Background: an optimization exercise with open tools, aiming at small area, a short achievable clock period and few clock cycles. Do not read the settings as production practice.
In this exercise RTL edits were held to simulation tests only and were not proved equivalent to the original.
No activity file was given, so power comes from the tool's default toggle rates.

## flow/design.v (module list and top-level ports; edited modules follow where they fit)
// module alu: 39 lines
// module bcu: 29 lines
// module bpu: 215 lines
// module distri_ram: 20 lines
// module uncond_BHT: 121 lines
// module csr_file: 548 lines
// module decode: 379 lines
// module execute: 384 lines
// module fetch: 110 lines
// module forwarding_unit: 71 lines
// module memory_access: 522 lines
// module tlb: 168 lines
// module ptw: 194 lines
// module mmu_arb: 134 lines
// module mmu: 324 lines
// module muldiv: 142 lines
// module pipeline_control: 43 lines
// module program_counter: 87 lines
// module regfile: 32 lines
// module writeback: 70 lines
// module core_top: 758 lines
module core_top #(
    parameter ADDR_WIDTH        = 32,
    parameter DATA_WIDTH        = 32,
    parameter HART_ID           = 0,
    parameter COND_ENTRY_NUM    = 8,
    parameter COND_DATA_WIDTH   = 32,
    parameter UNCOND_ENTRY_NUM  = 8,
    parameter UNCOND_DATA_WIDTH = 32
)
(
    input                       clk_i,
    input                       rst_i,
    input                       stall_i,
    input  [ADDR_WIDTH-1 : 0]   init_pc_addr_i,
    input  [DATA_WIDTH-1 : 0]   instruction_i,
    input                       instruction_ready_i,
    output [ADDR_WIDTH-1 : 0]   instruction_addr_o,
    output                      instruction_req_o,
    input  [DATA_WIDTH-1 : 0]   data_read_i,
    input                       data_ready_i,
    output [DATA_WIDTH-1 : 0]   data_write_o,
    output [ADDR_WIDTH-1 : 0]   data_addr_o,
    output                      data_rw_o,       
    output [DATA_WIDTH/8-1 : 0] data_byte_enable_o,
    output                      data_req_o,
    input                       ext_irq_i,
    input                       tmr_irq_i,
    input                       sft_irq_i
);
  // ...
==> flow/flow/run.sh <==
#!/bin/bash
# Standard ORFS layout (the standard.sh, unchanged synthesis) with timing
# repair asked to aim for more setup slack than the 20 ns constraint needs,
# without removing buffers (which can leave max-slew violations), and larger
# clock-tree sink clusters.  make's full output goes to flow.log.
set -euo pipefail
bash standard.sh SETUP_SLACK_MARGIN=14 TNS_END_PERCENT=10 SKIP_BUFFER_REMOVAL=1 CTS_CLUSTER_SIZE=30 CTS_CLUSTER_DIAMETER=60 CORE_UTILIZATION=55 CAP_MARGIN=30 SLEW_MARGIN=30 finish > flow.log 2>&1
==> flow/standard.sh <==
#!/bin/bash
# synth_recipe.tcl (not shown) runs the flow's synth.tcl, then flattens the netlist and writes it again
# the make line also repeats each setting of config.mk as NAME=value (left out here)
make -C /OpenROAD-flow-scripts/flow DESIGN_CONFIG=/design/flow/config.mk WORK_HOME=/design/flow/orfs CLKGATE_MAP_FILE= SYNTH_SCRIPT=/design/flow/synth_recipe.tcl "${@:-finish}"
==> flow/config.mk <==
export PLATFORM = sky130hd
export DESIGN_NAME = core_top
export DESIGN_NICKNAME = core_top
export VERILOG_FILES = /design/flow/design.v
export SDC_FILE = /design/flow/constraint.sdc
export NUM_CORES = 8
export LEC_CHECK = 0
export CAP_MARGIN = 20
export CORE_MARGIN = 2
export CORE_UTILIZATION = 40
export SLEW_MARGIN = 20
==> flow/constraint.sdc <==
create_clock -name core_clock -period 20.0 [get_ports {clk_i}]
set_input_delay 4.0000 -clock core_clock [delete_from_list [all_inputs] [get_ports {clk_i}]]
set_output_delay 4.0000 -clock core_clock [all_outputs]
set_load 0.01 [all_outputs]
==> flow_metrics.py, run 1 <==
metrics = {
    "floorplanning": {
        "core_region_area_mm2": 0.361,
        "fp.dieH_um": 606,
        "die_w_um": 606,
    },
    "global_routing": {
        "grt_start_max_net_pins": 157,
        "grt_use_met1": 0.664,
        "antenna_found_initial": 94,
        "grt-ovfl-total": 0,
        "met3_usage": 0.225,
    },
    "outcome": {
        "status": "timing/DRC/antenna clean",
    },
    "final_layout": {
        "buffers": 1376,
        "final_area_mm2": 0.229,
        "final_cells": 26100,
        "drive_gt1_frac": 0.137,
        "seq_area_mm2": 0.0887,
        "final-clk-cell-share": 0.0490,
        "largest-register": "Register_File.rf",
        "layout_common_cells": "nand2_1 (2,380), edfxtp_1 (1,975), dfxtp_1 (1,414), a21oi_1 (1,401), nor2_1 (1,293)",
        "multi_input_cells": 15200,
    },
    "sta": {
        "finalMaxSlewViolations": 0,
        "setup_viol": 0,
        "skew_ps": 98.5,
        "hold_viol": 0,
    },
    "synthesis": {
        "synth.distinct_cells": 129,
        "ys_top_cells_by_count": "nand2_1 (2,430), edfxtp_1 (1,975), a21oi_1 (1,476), dfxtp_1 (1,465), nor2_1 (1,429)",
        "synth_seq_cells": 3440,
        "yosys.area.top_type": "edfxtp_1",
        "synthAdderAreaFrac": 0.0527,
        "netlist_instances": 20900,
    },
    "power_and_ir_drop": {
        "powerDensity_mw_per_mm2": 124,
        "p_sw_w": 0.0126,
        "p_comb_w": 0.0128,
        "irDropWorstVdd_uv": 228,
    },
    "clock_tree": {
        "cts_sinks": 3440,
        "postCtsSetupBuffers": 137,
    },
    "critical_path": {
        "startpoint": "data_read_i[2]",
        "crit_chain": "clkdlybuf4s50_1 > inv_1 > o21ai_0 > a31oi_1 > a21oi_2 > and2_2",
        "r2r-start": "Execute.MulDiv.X[0]",
        "timing.rr.end": "Execute.MulDiv.X[32]",
        "max_stage_delay_ps": 900,
        "path_delay_family": "compound AO/OA/AOI/OAI gates",
        "path_max_fanout": 31,
    },
    "placed_design": {
        "placed_area_mm2": 0.208,
        "dp_cells": 25000,
    },
    "routing": {
        "wl_per_cell_um": 38.5,
    },
    "flow_run": {
        "drv_cap": 0,
    },
}
Testbench counts, summed over its fixed seeds: cycles 48,105.
==> run 2: changes to the inputs <==
==> flow/flow/run.sh (replaced) <==
#!/bin/bash
# Standard ORFS layout (the standard.sh, unchanged synthesis) with timing
# repair asked to aim for more setup slack than the 20 ns constraint needs,
# without removing buffers (which can leave max-slew violations), and larger
# clock-tree sink clusters.  make's full output goes to flow.log.
set -euo pipefail
bash standard.sh SETUP_SLACK_MARGIN=14 TNS_END_PERCENT=10 SKIP_BUFFER_REMOVAL=1 CTS_CLUSTER_SIZE=30 CTS_CLUSTER_DIAMETER=60 finish > flow.log 2>&1
==> flow_metrics.py, run 2 <==
metrics = {
    "outcome": {
        "status": "timing/DRC/antenna clean",
    },
    "critical_path": {
        "path_class": "reg2out",
        "worst_setup_path_end_kind": "output port",
        "cp.arrival_ps": 2850,
        "reg2reg_depth": 24,
        "startpoint_type": "flip-flop",
        "required_ps": 16000,
        "path_max_fanout": 6,
    },
    "power_and_ir_drop": {
        "leakage_nw": 83.9,
        "p_sw_w": 0.0127,
        "p_comb_frac": 0.436,
        "p_seq_frac": 0.316,
        "sw_frac_of_total": 0.445,
        "p_clk_frac": 0.247,
        "powerDensity_mw_per_mm2": 125,
        "power.internal_w": 0.0158,
        "irDropWorstVdd_uv": 209,
    },
    "sta": {
        "skew_ps": 128,
        "setup_tns_ps": 0,
        "setup_viol": 0,
        "setup_slack_ps": 13150,
        "rsz0062_at_grt": "true",
        "post-route-period-util": 0.343,
        "final.min_clock_period_ps": 6850,
        "max_freq_mhz": 146,
        "finalMaxSlewViolations": 0,
        "hold_viol": 0,
        "relSlewSlack": 0.0617,
        "worstMarginPinSlew_ps": 1400,
    },
    "clock_tree": {
        "cts_max_level": 5,
        "hold_buffers": 0,
        "cts_made_buffers": 332,
        "tritoncts": "yes",
        "clockBufferDepth": 4,
        "cts_sinks": 3440,
        "clock-root-buffer": "clkbuf_16",
        "clkLatencyLatePin_ps": 1080,
        "clk_transition_reported_paths_ps": 90,
    },
    "floorplanning": {
        "placementRows": 259,
        "start_util": 0.401,
        "fp.dieH_um": 710,
        "die-area_mm2": 0.504,
        "die_w_um": 710,
        "io_pins": 207,
        "core_region_area_mm2": 0.497,
    },
    "global_routing": {
        "grtUsageTotal": 0.401,
        "grt_pass1_vias": 170000,
        "grt-ovfl-total": 0,
        "grt_first_pass_wirelength_um": 1420000,
        "antenna_found_initial": 96,
        "grt_start_max_net_pins": 153,
    },
    "routing": {
        "drtPass1Iterations": 14,
        "routed_wl_um": 1060000,
        "num_vias": 189000,
        "drc": 0,
        "drtIter0Drc": 32800,
        "drtAntennaViolNets": 0,
        "via_per_inst": 6.81,
        "wl_per_cell_um": 38.3,
    },
    "synthesis": {
        "mappedNetlistArea_mm2": 0.199,
        "synthArstFlopShare": 0,
        "synth_seq_cells": 3440,
        "yosys.area.top_type": "edfxtp_1",
        "ys_top_cells_by_count": "nand2_1 (2,430), edfxtp_1 (1,975), a21oi_1 (1,476), dfxtp_1 (1,465), nor2_1 (1,429)",
        "netlist_instances": 20900,
        "synth_top_area_share": 0.298,
        "synth_edf_count": 1975,
        "synthesis.nets": 21700,
        "synth.distinct_cells": 129,
        "seq_area_frac_synth": 0.445,
        "synth_warnings": 62,
        "synth_flop_cell": "edfxtp_1",
        "synth_most_common_cell": "nand2_1",
        "yosys-top-cells-area": "edfxtp_1 (30%), dfxtp_1 (15%), nand2_1 (4.6%)",
        "avgSynthCellArea_um2": 9.52,
    },
    "placed_design": {
        "dp_slack_ps": 10300,
        "dp_hpwl_um": 719000,
        "gp_congestion": 1.06,
        "io_buffers": 204,
    },
    "final_layout": {
        "multi_input_area_mm2": 0.106,
        "largest_reg_flops": 992,
        "drive_gt1_frac": 0.122,
        "seq_area_mm2": 0.0887,
        "area_growth_pct": 14.5,
        "top_regs": "Register_File.rf (992), JAL_BHT.offset_table (160)",
        "final_common_cell": "nand2_1",
        "nNetsFinal": 21600,
        "fill_cells": 47200,
        "layout_common_cells": "nand2_1 (2,394), edfxtp_1 (1,975), a21oi_1 (1,417), dfxtp_1 (1,415), nor2_1 (1,318)",
        "largest-register": "Register_File.rf",
    },
    "hold_path": {
        "min_path_cells": 0,
        "min-delay-path-class": "reg2reg",
    },
    "flow_run": {
        "drv_cap": 0,
    },
}
-- run 2: cell count changes in the layout (fill, tap and decap cells not counted), moves of 25 or more --
cell	change
buf_4	-116
clkdlybuf4s50_1	+35
buf_12	-33
mux2i_1	+35
o21ai_0	+31
nor2_1	+25
dlygate4sd2_1	-26
-- run 2: layer usage --
metal | up-vias | global-route usage | share of wire | wire length (um)
met2 | 15300 | 0.562 | 0.40 | 423000
met1 | 92500 | 0.509 | 0.37 | 388000
met4 | 58 | 0.278 | 0.088 | 93200
li1 | 77300 | - | - | -
met3 | 3932 | 0.149 | 0.15 | 158000
met5 | - | 0.000286 | 0.00040 | 429
-- run 2: power groups by stage --
stage | Sequential, W | Combinational, W | Clock (W)
2_1_floorplan | 0.00877 | 0.00644 | 0
3_3_place_gp | 0.00909 | 0.0108 | 0
3_5_place_dp | 0.00911 | 0.0108 | 0
4_1_cts | 0.00896 | 0.0113 | 0.00701
5_1_grt | 0.00903 | 0.0128 | 0.00727
6_report | 0.00901 | 0.0124 | 0.00704
-- run 2: worst max-delay path: stages, from the launching register on --
cell and delay [ps]:
dfxtp_1 870, nor2b_1 280, a21o_1 120, clkdlybuf4s50_1 540
-- run 2: cell families (layout without fill, tap and decap cells) --
family	count (synthesis)	count (layout)	synth area share
buffers and inverters	2270	2357	0.0441
other	0	71	0
adder cells (fa/ha/maj)	705	705	0.0527
AND/OR/NAND/NOR	6530	6537	0.154
multiplexers	931	931	0.0501
flip-flops	3440	3440	0.445
AO/OA/AOI/OAI	5931	5931	0.205
XOR/XNOR	1124	1124	0.0494
-- run 2: per-stage QoR --
| step | total power [W] | area (um^2) | std cells | hold slack, ps | util |
|---|---|---|---|---|---|
| 2_1_floorplan | 0.0152 | 200000 | 20900 | 386 | - |
| 5_1_grt | 0.0291 | 228000 | 27700 | 405 | 0.459 |
| 4_1_cts | 0.0273 | 226000 | 27600 | 383 | 0.455 |
| 3_3_place_gp | 0.0199 | 210000 | 26800 | 386 | 0.424 |
| 3_5_place_dp | 0.0199 | 211000 | 26800 | 389 | 0.424 |
| 6_report | 0.0285 | 228000 | 27800 | 403 | 0.459 |
-- run 2: worst paths after layout --
check / startpoint / slack (ps) / to
worst max-delay path: Execute.mem_addr_o[22] / 13150 / data_addr_o[22]
worst min-delay path: MMU.Ptw.rtrn_data_r[2] / 400 / MMU.dtlb.content_r[0][2]
worst max register to register: Memory_Access.exp_cause_r[0] / 13230 / Program_Counter.pc_r[22]
worst min register to register: MMU.Ptw.rtrn_data_r[2] / 400 / MMU.dtlb.content_r[0][2]
-- run 2: repair_timing --
| action | 4_1_cts | 5_1_grt |
|---|---|---|
| buffers inserted | 112 | 71 |
| endpoints found under the setup margin | 2773 | 2145 |
| pin swaps | 62 | 49 |
| cloned | 24 | 13 |
| resized for setup | 522 | 204 |
-- run 2: cell type report --
class / instances / share of cell area
Antenna cell: 71 / 0.000779
Clock buffer: 360 / 0.0376
Clock inverter: 257 / 0.0149
Inverter: 584 / 0.00987
Multi-Input combinational cell: 15200 / 0.464
Sequential cell: 3440 / 0.389
Tap cell: 6655 / 0.0365
Timing Repair Buffer: 1154 / 0.0479
Timing Repair inverter: 2 / 0.0000768
==> run 3: changes to the inputs <==
==> flow/flow/run.sh (replaced) <==
#!/bin/bash
# Standard ORFS layout (the standard.sh, unchanged synthesis) with:
#  - timing repair asked to aim for more setup slack than the 20 ns
#    constraint needs (SETUP_SLACK_MARGIN), on the worst 10% of endpoints;
#  - no buffer removal during timing repair (it can leave max-slew faults);
#  - larger clock-tree sink clusters;
#  - a denser core.
# make's full output goes to flow.log in this folder.
set -euo pipefail
bash standard.sh SETUP_SLACK_MARGIN=14 TNS_END_PERCENT=10 SKIP_BUFFER_REMOVAL=1 CTS_CLUSTER_SIZE=30 CTS_CLUSTER_DIAMETER=60 CORE_UTILIZATION=50 finish > flow.log 2>&1
==> flow_metrics.py, run 3 <==
metrics = {
    "sta": {
        "hold_viol": 0,
        "rsz0062_at_grt": "true",
        "relSlewSlack": 0.0649,
        "final.min_clock_period_ps": 6680,
        "setup_viol": 0,
        "worstMarginPinSlew_ps": 1390,
        "max_freq_mhz": 150,
        "setup_tns_ps": 0,
        "post-route-period-util": 0.334,
        "finalMaxSlewViolations": 0,
        "skew_ps": 93.1,
    },
    "power_and_ir_drop": {
        "irDropWorstVdd_uv": 163,
        "leakage_nw": 84.7,
        "finalPower_w": 0.0285,
        "powerDensity_mw_per_mm2": 125,
    },
    "routing": {
        "drtPass1Iterations": 13,
        "route.met3.wl_um": 164000,
        "drtIter0Drc": 33100,
        "routed_wl_um": 1040000,
        "wl_per_cell_um": 39.3,
        "via_per_inst": 7.21,
        "wl_met1_um": 382000,
        "num_vias": 191000,
        "dr.max_layer_used": "met5",
        "drc": 0,
        "drtAntennaViolNets": 0,
        "dr_wl_met2_um": 408000,
    },
    "flow_run": {
        "drv_cap": 0,
    },
    "final_layout": {
        "multi_input_area_mm2": 0.106,
        "area_growth_pct": 14.5,
        "largest-register": "Register_File.rf",
        "drive_gt1_frac": 0.130,
        "seq_area_mm2": 0.0887,
        "nNetsFinal": 21700,
        "largest_reg_flops": 992,
        "top_regs": "Register_File.rf (992), JAL_BHT.offset_table (160)",
        "final_common_cell": "nand2_1",
        "final_cells": 26400,
        "postLayoutCoreUtil": 0.576,
        "layout_common_cells": "nand2_1 (2,393), edfxtp_1 (1,975), dfxtp_1 (1,414), a21oi_1 (1,413), nor2_1 (1,311)",
        "fill_cells": 34900,
    },
    "global_routing": {
        "antenna_found_initial": 98,
        "grt_pass1_vias": 169000,
        "grt_start_max_net_pins": 189,
        "grt-ovfl-total": 0,
        "grtUsageTotal": 0.489,
        "grt_first_pass_wirelength_um": 1390000,
    },
    "clock_tree": {
        "cts_max_level": 5,
        "tritoncts": "yes",
        "clkLatencyLatePin_ps": 1050,
        "clk_transition_reported_paths_ps": 80,
        "cts_made_buffers": 329,
        "clockBufferDepth": 4,
        "clock-root-buffer": "clkbuf_16",
        "cts_sinks": 3440,
        "hold_buffers": 0,
    },
    "outcome": {
        "status": "timing/DRC/antenna clean",
    },
    "synthesis": {
        "synth_seq_cells": 3440,
        "synthesis.nets": 21700,
        "synth_flop_cell": "edfxtp_1",
        "ys_top_cells_by_count": "nand2_1 (2,430), edfxtp_1 (1,975), a21oi_1 (1,476), dfxtp_1 (1,465), nor2_1 (1,429)",
        "yosys-top-cells-area": "edfxtp_1 (30%), dfxtp_1 (15%), nand2_1 (4.6%)",
        "avgSynthCellArea_um2": 9.52,
        "yosys.area.top_type": "edfxtp_1",
        "synth.distinct_cells": 129,
        "seq_area_frac_synth": 0.445,
        "mappedNetlistArea_mm2": 0.199,
        "synth_most_common_cell": "nand2_1",
        "netlist_instances": 20900,
        "synth_top_area_share": 0.298,
        "synth_warnings": 62,
        "synth_edf_count": 1975,
        "synthArstFlopShare": 0,
    },
    "critical_path": {
        "path_class": "reg2out",
        "path_max_fanout": 10,
        "worst_setup_path_end_kind": "output port",
        "cp.arrival_ps": 2680,
        "required_ps": 16000,
        "startpoint_type": "flip-flop",
    },
    "placed_design": {
        "dp_cells": 25400,
        "io_buffers": 204,
        "gp_congestion": 1.06,
        "dp_hpwl_um": 697000,
    },
    "floorplanning": {
        "io_pins": 207,
        "die_w_um": 635,
        "placementRows": 231,
        "die-area_mm2": 0.404,
        "fp.dieH_um": 635,
        "core_region_area_mm2": 0.396,
        "start_util": 0.503,
    },
    "hold_path": {
        "min-delay-path-class": "reg2reg",
    },
}
[run 3: kinds of logic (layout without fill, tap and decap cells)]
logic type      Yosys count  count (layout)  share of synthesized area
buf+inv                2270            2455                     0.0441
xor+xnor               1124            1124                     0.0494
simple gates           6530            6538                      0.154
flops                  3440            3440                      0.445
other cells               0              64                          0
compound gates         5931            5931                      0.205
mux                     931             931                     0.0501
fa+ha+maj               705             705                     0.0527
[run 3: where the power goes]
part | total, W | internal [W] | switching (W) | leakage [nW]
clock | 0.00706 | 0.00352 | 0.00354 | 5.82
sequential | 0.00903 | 0.00831 | 0.000722 | 31.7
combinational | 0.0124 | 0.00404 | 0.00835 | 47.1
total | 0.0285 | 0.0159 | 0.0126 | 84.7
[run 3: repair_timing]
action                                  in CTS  in global routing
resized for setup                          680                208
pin swaps                                   89                 61
endpoints found under the setup margin    2791               1856
buffers inserted                           190                 87
cloned                                      38                 13
[run 3: layout make-up]
class,instances,area share
Clock buffer,351,0.0376
Tap cell,5242,0.0287
Inverter,584,0.0100
Multi-Input combinational cell,15200,0.466
Timing Repair inverter,2,0.0000768
Timing Repair Buffer,1255,0.0532
Antenna cell,64,0.000702
Sequential cell,3440,0.389
Clock inverter,263,0.0149
[run 3: worst paths after layout]
| kind | start | endpoint | slack [ps] | cells after the start |
|---|---|---|---|---|
| hold reg to reg | MMU.Ptw.rtrn_data_r[7] | MMU.dtlb.content_r[0][7] | 410 | 0 |
| setup / recovery | Program_Counter.pc_r[23] | instruction_addr_o[23] | 13320 | 3 |
| setup reg to reg | Execute.regfile_we_o | Program_Counter.pc_r[18] | 13330 | 18 |
| hold / removal | MMU.Ptw.rtrn_data_r[7] | MMU.dtlb.content_r[0][7] | 410 | 0 |
[run 3: worst max-delay path, stage by stage (launching register included)]
cell and delay [ps]:
edfxtp_1 620, buf_4 300, mux2_2 210, clkdlybuf4s50_1 540
[run 3: routing by layer]
layer | vias to the layer above | track usage
met2 | 16100 | 0.670
li1 | 77500 | -
met4 | 70 | 0.308
met5 | - | 0.00177
met3 | 3898 | 0.192
met1 | 92900 | 0.641
[run 3: through the flow]
stage / setup slack, ps / area, um^2 / hold WS, ps
3_3_place_gp: 10430 / 209000 / 392
6_report: 13320 / 228000 / 410
4_1_cts: 13300 / 226000 / 403
3_5_place_dp: 10370 / 209000 / 406
2_1_floorplan: 13260 / 200000 / 386
5_1_grt: 13350 / 228000 / 409

==> afterwards: timing with drivers on the ports <==
Ports are ideal in the flow. The routed layouts listed here were re-timed in OpenROAD. Step 1 (the two cells are an assumption about what drives the block):
set clk [get_ports {clk_i}]
set_driving_cell -lib_cell sky130_fd_sc_hd__clkbuf_16 $clk
set_driving_cell -lib_cell sky130_fd_sc_hd__buf_2 [delete_from_list [all_inputs] $clk]
Step 2 moves the port delays by t, midway between the first and last clock arrival at a register: inputs arrive t later, outputs are due t later. That takes back most of the time a late clock gives input paths. Slacks: ideal ports / drivers / drivers and shift; pairs: ideal ports / drivers.
run | shift t [ns] | setup slack, ns | worst setup path after step 2 | worst data-port slew with drivers (ns)
run 1 | 1.105 | 13.307 / 13.232 / 12.300 | input to register | 0.27
run 2 | 1.151 | 13.149 / 13.006 / 12.351 | input to register | 0.29
run 3 | 1.125 | 13.316 / 13.197 / 12.288 | input to register | 0.07
After both steps setup and hold are still met in every run listed. For run 3, which loses most, drivers alone change the setup slack by -0.119 ns; drivers and shift together by -1.028 ns.
